This design comes from an exercise in tuning for small area on the open sky130 flow, not from production work. Function was checked by simulation only, so behaviour that the tests miss may differ from the original. Power figures rest on the tool's default switching activity, not on a simulated workload.

### config.mk
export PLATFORM = sky130hd
export DESIGN_NAME = blinkled
export DESIGN_NICKNAME = blinkled
export VERILOG_FILES = /design/flow/design.v
export SDC_FILE = /design/flow/constraint.sdc
export NUM_CORES = 4
export LEC_CHECK = 0
export CAP_MARGIN = 20
export CORE_MARGIN = 2
export CORE_UTILIZATION = 40
export SLEW_MARGIN = 20
### constraint.sdc
create_clock -name core_clock -period 10.0 [get_ports {CLK}]
set_input_delay 2.0000 -clock core_clock [delete_from_list [all_inputs] [get_ports {CLK}]]
set_output_delay 2.0000 -clock core_clock [all_outputs]
set_load 0.01 [all_outputs]
### design.v
module blinkled
(
  input CLK,
  input RST,
  output [32-1:0] maxi_awaddr,
  output [8-1:0] maxi_awlen,
  output [3-1:0] maxi_awsize,
  output [2-1:0] maxi_awburst,
  output [1-1:0] maxi_awlock,
  output [4-1:0] maxi_awcache,
  output [3-1:0] maxi_awprot,
  output [4-1:0] maxi_awqos,
  output [2-1:0] maxi_awuser,
  output maxi_awvalid,
  input maxi_awready,
  output [32-1:0] maxi_wdata,
  output [4-1:0] maxi_wstrb,
  output maxi_wlast,
  output maxi_wvalid,
  input maxi_wready,
  input [2-1:0] maxi_bresp,
  input maxi_bvalid,
  output maxi_bready,
  output [32-1:0] maxi_araddr,
  output [8-1:0] maxi_arlen,
  output [3-1:0] maxi_arsize,
  output [2-1:0] maxi_arburst,
  output [1-1:0] maxi_arlock,
  output [4-1:0] maxi_arcache,
  output [3-1:0] maxi_arprot,
  output [4-1:0] maxi_arqos,
  output [2-1:0] maxi_aruser,
  output maxi_arvalid,
  input maxi_arready,
  input [32-1:0] maxi_rdata,
  input [2-1:0] maxi_rresp,
  input maxi_rlast,
  input maxi_rvalid,
  output maxi_rready,
  input [32-1:0] saxi_awaddr,
  input [4-1:0] saxi_awcache,
  input [3-1:0] saxi_awprot,
  input saxi_awvalid,
  output saxi_awready,
  input [32-1:0] saxi_wdata,
  input [4-1:0] saxi_wstrb,
  input saxi_wvalid,
  output saxi_wready,
  output [2-1:0] saxi_bresp,
  output saxi_bvalid,
  input saxi_bready,
  input [32-1:0] saxi_araddr,
  input [4-1:0] saxi_arcache,
  input [3-1:0] saxi_arprot,
  input saxi_arvalid,
  output saxi_arready,
  output [32-1:0] saxi_rdata,
  output [2-1:0] saxi_rresp,
  output saxi_rvalid,
  input saxi_rready
);
  assign maxi_awlen   = 8'd0;
  assign maxi_awsize  = 3'd2;
  assign maxi_awburst = 2'd1;
  assign maxi_awlock  = 1'd0;
  assign maxi_awcache = 4'd3;
  assign maxi_awprot  = 3'd0;
  assign maxi_awqos   = 4'd0;
  assign maxi_awuser  = 2'd0;
  assign maxi_wstrb   = 4'hf;
  assign maxi_wlast   = 1'b1;
  assign maxi_bready  = 1'b1;
  assign maxi_arlen   = 8'd0;
  assign maxi_arsize  = 3'd2;
  assign maxi_arburst = 2'd1;
  assign maxi_arlock  = 1'd0;
  assign maxi_arcache = 4'd3;
  assign maxi_arprot  = 3'd0;
  assign maxi_arqos   = 4'd0;
  assign maxi_aruser  = 2'd0;
  assign saxi_bresp   = 2'd0;
  assign saxi_rresp   = 2'd0;
  reg [31:0] r_n, r_a, r_b, r_c, r_s6, r_s7;
  reg        busy;
  reg        bvalid_r, rvalid_r;
  reg [2:0]  raddr;
  wire wr = saxi_awvalid & saxi_wvalid & ~bvalid_r;
  wire rd = saxi_arvalid & ~rvalid_r;
  assign saxi_awready = wr;
  assign saxi_wready  = wr;
  assign saxi_arready = ~rvalid_r;
  assign saxi_bvalid  = bvalid_r;
  assign saxi_rvalid  = rvalid_r;
  reg [31:0] rdata_mux;
  always @* begin
    case (raddr)
      3'd2: rdata_mux = r_n;
      3'd3: rdata_mux = r_a;
      3'd4: rdata_mux = r_b;
      3'd5: rdata_mux = r_c;
      3'd6: rdata_mux = r_s6;
      3'd7: rdata_mux = r_s7;
      default: rdata_mux = {31'd0, busy};
    endcase
  end
  assign saxi_rdata = rdata_mux;
  wire start = wr & (saxi_awaddr[4:2] == 3'd0) & (saxi_wdata == 32'd1);
  always @(posedge CLK) begin
    if (RST) begin
      bvalid_r <= 1'b0;
      rvalid_r <= 1'b0;
    end else begin
      if (wr) bvalid_r <= 1'b1;
      else if (saxi_bready) bvalid_r <= 1'b0;
      if (rd) rvalid_r <= 1'b1;
      else if (saxi_rready) rvalid_r <= 1'b0;
    end
    if (rd) raddr <= saxi_araddr[4:2];
    if (wr) begin
      case (saxi_awaddr[4:2])
        3'd2: r_n  <= saxi_wdata;
        3'd3: r_a  <= saxi_wdata;
        3'd4: r_b  <= saxi_wdata;
        3'd5: r_c  <= saxi_wdata;
        3'd6: r_s6 <= saxi_wdata;
        3'd7: r_s7 <= saxi_wdata;
        default: ;
      endcase
    end
  end
  wire [4:0] n5  = r_n[4:0];
  wire [3:0] nm1 = n5 - 5'd1;
  wire [8:0] nn  = n5 * n5;
  wire [7:0] nnm1 = nn - 9'd1;
  reg       ar_run, ar_sel;
  reg [3:0] ak, aj, ai;
  reg [7:0] arow, boff;
  wire [7:0]  aoff  = arow + {4'd0, ak};
  wire [7:0]  roff  = ar_sel ? boff : aoff;
  wire [31:0] rbase = ar_sel ? r_b : r_a;
  assign maxi_araddr  = rbase + {22'd0, roff, 2'b00};
  assign maxi_arvalid = ar_run;
  wire ar_hs = ar_run & maxi_arready;
  wire ak_last = (ak == nm1);
  wire aj_last = (aj == nm1);
  always @(posedge CLK) begin
    if (RST) ar_run <= 1'b0;
    else if (start) ar_run <= 1'b1;
    else if (ar_hs & ar_sel & ak_last & aj_last & (ai == nm1)) ar_run <= 1'b0;
    if (start) begin
      ar_sel <= 1'b0;
      ak <= 4'd0; aj <= 4'd0; ai <= 4'd0;
      arow <= 8'd0; boff <= 8'd0;
    end else if (ar_hs) begin
      ar_sel <= ~ar_sel;
      if (ar_sel) begin
        boff <= (ak_last & aj_last) ? 8'd0 : boff + 8'd1;
        ak <= ak_last ? 4'd0 : ak + 4'd1;
        if (ak_last) begin
          aj <= aj_last ? 4'd0 : aj + 4'd1;
          if (aj_last) begin
            arow <= arow + {3'd0, n5};
            ai <= ai + 4'd1;
          end
        end
      end
    end
  end
  localparam C_IDLE = 3'd0, C_A = 3'd1, C_B = 3'd2, C_L = 3'd3, C_W = 3'd4;
  reg [2:0]  cst;
  reg [1:0]  s;
  reg        pend3;
  reg [31:0] X, acc;
  reg [3:0]  ck;
  reg [7:0]  cidx;
  reg        aw_ok, b_pend;
  wire slice3 = ((cst == C_A) & pend3) | (cst == C_L);
  reg [7:0] ysel;
  always @* begin
    case (s)
      2'd0: ysel = maxi_rdata[7:0];
      2'd1: ysel = maxi_rdata[15:8];
      default: ysel = maxi_rdata[23:16];
    endcase
  end
  wire [7:0]  y   = slice3 ? X[7:0] : ysel;
  wire [31:0] xm  = slice3 ? {X[31:8], 8'd0} : X;
  wire [31:0] accn = acc + xm * y;
  assign maxi_rready  = (cst == C_A) | ((cst == C_B) & (s == 2'd2));
  assign maxi_wdata   = acc;
  assign maxi_wvalid  = (cst == C_W) & aw_ok;
  assign maxi_awvalid = (cst != C_IDLE) & ~aw_ok & ~b_pend;
  assign maxi_awaddr  = r_c + {22'd0, cidx, 2'b00};
  wire w_hs = maxi_wvalid & maxi_wready;
  always @(posedge CLK) begin
    if (RST) begin
      cst <= C_IDLE;
      pend3 <= 1'b0;
      aw_ok <= 1'b0;
      b_pend <= 1'b0;
      busy <= 1'b0;
    end else begin
      if (start) busy <= 1'b1;
      else if (busy & (cst == C_IDLE) & ~b_pend & ~rvalid_r) busy <= 1'b0;
      if (maxi_awvalid & maxi_awready) aw_ok <= 1'b1;
      else if (w_hs) aw_ok <= 1'b0;
      if (w_hs) b_pend <= 1'b1;
      else if (maxi_bvalid) b_pend <= 1'b0;
      case (cst)
        C_IDLE: if (start) cst <= C_A;
        C_A: begin
          pend3 <= 1'b0;
          if (maxi_rvalid) cst <= C_B;
        end
        C_B: if (maxi_rvalid & (s == 2'd2)) begin
          if (ck == nm1) cst <= C_L;
          else begin cst <= C_A; pend3 <= 1'b1; end
        end
        C_L: cst <= C_W;
        C_W: if (w_hs) cst <= (cidx == nnm1) ? C_IDLE : C_A;
        default: cst <= C_IDLE;
      endcase
    end
    if (start) begin
      acc <= 32'd0;
      ck <= 4'd0;
      cidx <= 8'd0;
      s <= 2'd0;
    end
    if (slice3 | ((cst == C_B) & maxi_rvalid)) acc <= accn;
    case (cst)
      C_A: if (maxi_rvalid) begin X <= maxi_rdata; s <= 2'd0; end
      C_B: if (maxi_rvalid) begin
        s <= s + 2'd1;
        if (s == 2'd2) begin
          X <= {X[23:0], maxi_rdata[31:24]};
          ck <= ck + 4'd1;
        end else begin
          X <= {X[23:0], 8'd0};
        end
      end
      C_W: if (w_hs) begin
        acc <= 32'd0;
        ck <= 4'd0;
        cidx <= cidx + 8'd1;
      end
      default: ;
    endcase
  end
endmodule
### run.sh
#!/bin/bash
# synth_recipe.tcl (not shown) runs the flow's synth.tcl, then flattens the netlist and writes it again
# the make line also repeats each setting of config.mk as NAME=value (left out here)
make -C /OpenROAD-flow-scripts/flow DESIGN_CONFIG=/design/flow/config.mk WORK_HOME=/design/flow/orfs CLKGATE_MAP_FILE= SYNTH_SCRIPT=/design/flow/synth_recipe.tcl finish
==> impl_results.md <==
* Synth area leaders: edfxtp_1 (29%), fa_1 (17%), dfxtp_1 (7.4%)
* Logic pwr share at 0.657
* Vias/cell at roughly 5.3
* Root buffer cell: clkbuf_16
* Die width at approximately 240 um
* Area used by multi-input combinational logic at ~0.013 mm^2
* Rel. slew slack at 0.271
* Register share of total power at 0.169
* CP bufs+invs at 3
* Via count at between 15k and 20k
* P_sw at between 4000 and 5000 uW
* Peak Freq at between 0.1 and 0.15 GHz
* Hpwl dp at 48.6 mm
* RD Place Congestion at about 0.86
* Ys async rst share at 0
* Worst Skew at 45.1 ps
* Setup WS post-layout at between 1500 and 2000 ps
* Mapped Cells at ~2.3k
* Die area at 0.0598 mm^2
* Vias in the first global route at about 18k
* CTS tree: done
* CP Data Arrival Time at approximately 9000 ps
* Detailed-route wire length per cell at around 20 um
* Most frequent cell after synthesis: inv_1
* IO Pins at approximately 360
* Tmin final at ~8400 ps
* Crit path max fanout at 19
* Port Buffers at between 200 and 250
* Sequential share of the synthesized area at 0.368
* Grt ovf at 0
* Clk pwr share at 0.174
* Pre-CTS worst setup slack at between 1000 and 1500 ps
* Hold Path Depth at 2
* Router iterations before antenna repair at 5
* Measured slew at the worst slew-check pin at 1070 ps
* HP Start: busy
* Internal Power at 4790 uW
* Critical path cell sequence: clkdlybuf4s50_1 > a22o_1 > a21oi_1 > a21oi_2 > and2_1 > fa_1 > fa_1 > fa_1 > inv_1 > fa_1 > inv_1 > ha_1 > a21o_1 > a21o_1 > a311oi_1 > nor2_1 > nor2_1 > a31oi_1 > o21a_1 > or3_1 > a32o_1
* Post-CTS resize count at 0
* CP required at roughly 10000 ps
* Total core area at around 0.057 mm^2
* Post-synth EDFFs at approximately 230
* Unrepaired setup endpoints after global routing: no
* WHS Endpoint: busy
* Ys flop type: edfxtp_1
* Post-DRT Antenna Nets at 0
* Starting Density at 0.402
* RR Startpoint: cst[0]
* Largest net degree at the start of global routing at between 40 and 50
* Die Y at roughly 240 um
* Synth area leader: edfxtp_1
* Worst skew pair latency at 590 ps
* Setup TNS at 0 ps
* Share of post-route cells with drive strength above 1 at 0.0530
* Synth top area share at 0.295
* Rows at 88
* Period utilization at 0.838
* HP Class: flip-flop to flip-flop
* Sequential cell area at roughly 0.0085 mm^2
* Final hold violations at 0
* Number of remaining DRC errors at 0
* Worst Setup Path Type: input pin to flip-flop
* TritonCTS Sinks at roughly 310
* Starting DRC count in detailed routing at around 1.1k
* Slowest stage delay, CP at ~580 ps
* Pwr dens at ~320 mW/mm^2
* Gr usage total at 0.218
* Final-stage net count at about 3.0k
* Clock Path Buffers at 3
* Crit-path slowest cell: a311oi_1
* Fillers at about 5.4k
* Worst R2R Path Depth at 20
* Avg Inst Size Synth at between 9 and 10 um^2
* Postcts setup bufs at 0
* Leak at roughly 0.011 uW
* R2r setup slk at 2480 ps
* Worst vdd ir at approximately 0.38 mV
* Max Cap Viol at 0
* Most common library cells after synthesis: inv_1 (300), nand2_1 (265), edfxtp_1 (227), fa_1 (194), and2_1 (128)
* Yosys cell types at 73
* Most Frequent Cell on Critical Path: fa_1
* Hold-fix buffer count after cts at 0
* Post-Syn Area at ~0.023 mm^2
* WL final at approximately 66 mm
* Critical Path Start Type: input pin
* Worst-path clk slew at around 60 ps
* Stages on the worst setup path at 21
* Initial antenna violation count at 5
* Final Max Tran Viols at 0
* Synth Register Bits at about 310
* Yosys warns at 1
* Final setup viols at 0
* Number of CTS-inserted buffers at 38
* H-tree depth at 2
* Sw frac at 0.457
* First-pass GRT wire length at around 100 mm
* P&R area growth vs syn at 18.2%
* Worst Setup End Kind: flip-flop
* Delay-heaviest family, CP: compound AO/OA/AOI/OAI gates
* Outcome: no timing/DRC/antenna violations
* Reg2reg end: acc[28]
worst register-to-register path, stage by stage (launching register included):
cell and delay, ps:
dfxtp_1 520, inv_2 130, or3_2 770, mux2i_2 950, and2_1 270, fa_1 410
fa_1 470, fa_1 540, inv_1 50, fa_1 520, inv_1 40, ha_1 370
a21o_1 200, a21o_1 200, a311oi_1 580, nor2_1 90, nor2_1 250, a31oi_1 210
o21a_1 240, or3_1 310, a32o_1 260
worst max path at each step:
stage / from / to / slack (ps)
final: maxi_rdata[5] / acc[28] / 1620
after global placement: maxi_rdata[5] / acc[28] / 1210
after floorplan: maxi_rdata[4] / acc[28] / 2690
after detailed placement: maxi_rdata[3] / acc[28] / 1090
after global routing: maxi_rdata[5] / acc[28] / 1310
after CTS: maxi_rdata[3] / acc[28] / 1670
power groups by stage:
stage	registers [uW]	logic (uW)	clock network, uW
floorplan	1520	4400	0
global placement	1520	5620	0
detailed placement	1520	5740	0
CTS	1500	5790	1560
global route	1500	6540	1610
finish	1500	5800	1530
per-stage QoR:
stage	total power (uW)	cells	utilization	cell area [um^2]	hold WS (ps)
after floorplan	5920	2388	-	23400	437
after global placement	7140	3243	0.451	25900	456
after detailed placement	7270	3243	0.451	25900	457
after CTS	8850	3312	0.475	27300	468
after global routing	9660	3313	0.475	27300	486
final	8830	3314	0.476	27300	466
kinds of logic (layout without fill, tap and decap cells):
logic type | after synthesis | in the layout | share of synthesized area
adders and majority gates | 282 | 282 | 0.216
DFF | 312 | 312 | 0.368
AOI/OAI and AO/OA | 372 | 372 | 0.107
muxes | 43 | 43 | 0.0206
other | 2 | 66 | 0.000325
and+or+nand+nor | 719 | 719 | 0.147
buffers and inverters | 452 | 611 | 0.0856
xor gates and xnor gates | 144 | 144 | 0.0558
registers in the layout, summed over array words and instances (netlist names), 2 cells and up:
name,flops
r_s7,32
cidx,8
acc,32
ak,4
r_n,32
r_a,32
raddr,3
ai,4
cst,3
r_s6,32
boff,8
ck,4
r_c,32
r_b,32
arow,8
aj,4
X,32
s,2
cell type report:
cell class,count,area share
multi-input cells,1624,0.475
flip-flops and latches,312,0.312
repair buffers,241,0.0862
inverters,301,0.0413
clock buffers,46,0.0366
well taps,765,0.0350
clock inverters,23,0.0142
diodes,2,0.000183
routing by layer:
metal / GRT usage / up-vias / wire, um
met1: 0.287 / 8770 / 27600
met4: 0.0739 / 6 / 2140
met2: 0.363 / 597 / 31400
met5: 0 / - / 38
met3: 0.0401 / 118 / 4400
li1: - / 8056 / -
cell usage in the layout (no fill, tap or decap), drive strengths merged, types with 13 or more instances in the layout:
master	synthesis	routed
and2	129	129
mux2	15	15
nand2	266	266
o21ai	86	86
a21o	19	19
mux2i	28	28
edfxtp	227	227
nor2	127	127
conb	2	64
nor3	44	44
dfxtp	85	85
and3	13	13
xnor2	78	78
ha	88	88
clkdlybuf4s50	0	218
fa	194	194
buf	80	23
xor2	65	65
nand3	70	70
nor2b	17	17
nand4	18	18
o21a	14	14
inv	301	302
a22o	13	13
a21oi	70	70
clkbuf	71	46
a22oi	95	95

==> re-timing with driven ports <==
How much do the figures lean on ideal ports? The routed layout below was timed once more, with nothing changed but the port constraints. Step 1: set_driving_cell puts a clkbuf_16 on CLK and a buf_2 on each other input, an assumption about the parent block. Step 2 adds t to the input delays and takes it off the output delays; t is the mean of the earliest and latest rising clock arrival at the registers after step 1. Input paths then give back, and output paths get back, about the clock's delay inside the block. Slacks: ideal / step 1 / step 2; pairs: ideal / step 1.
t (ns): 0.630
slack for setup (ns): 1.618 / 1.654 / 1.024
worst setup path after step 2: input to register
clock arrival spread, ns: 0.053 / 0.052
After both steps this run still meets setup and hold. The setup slack of this run moves by +0.036 ns with the drivers and by -0.594 ns with both steps.
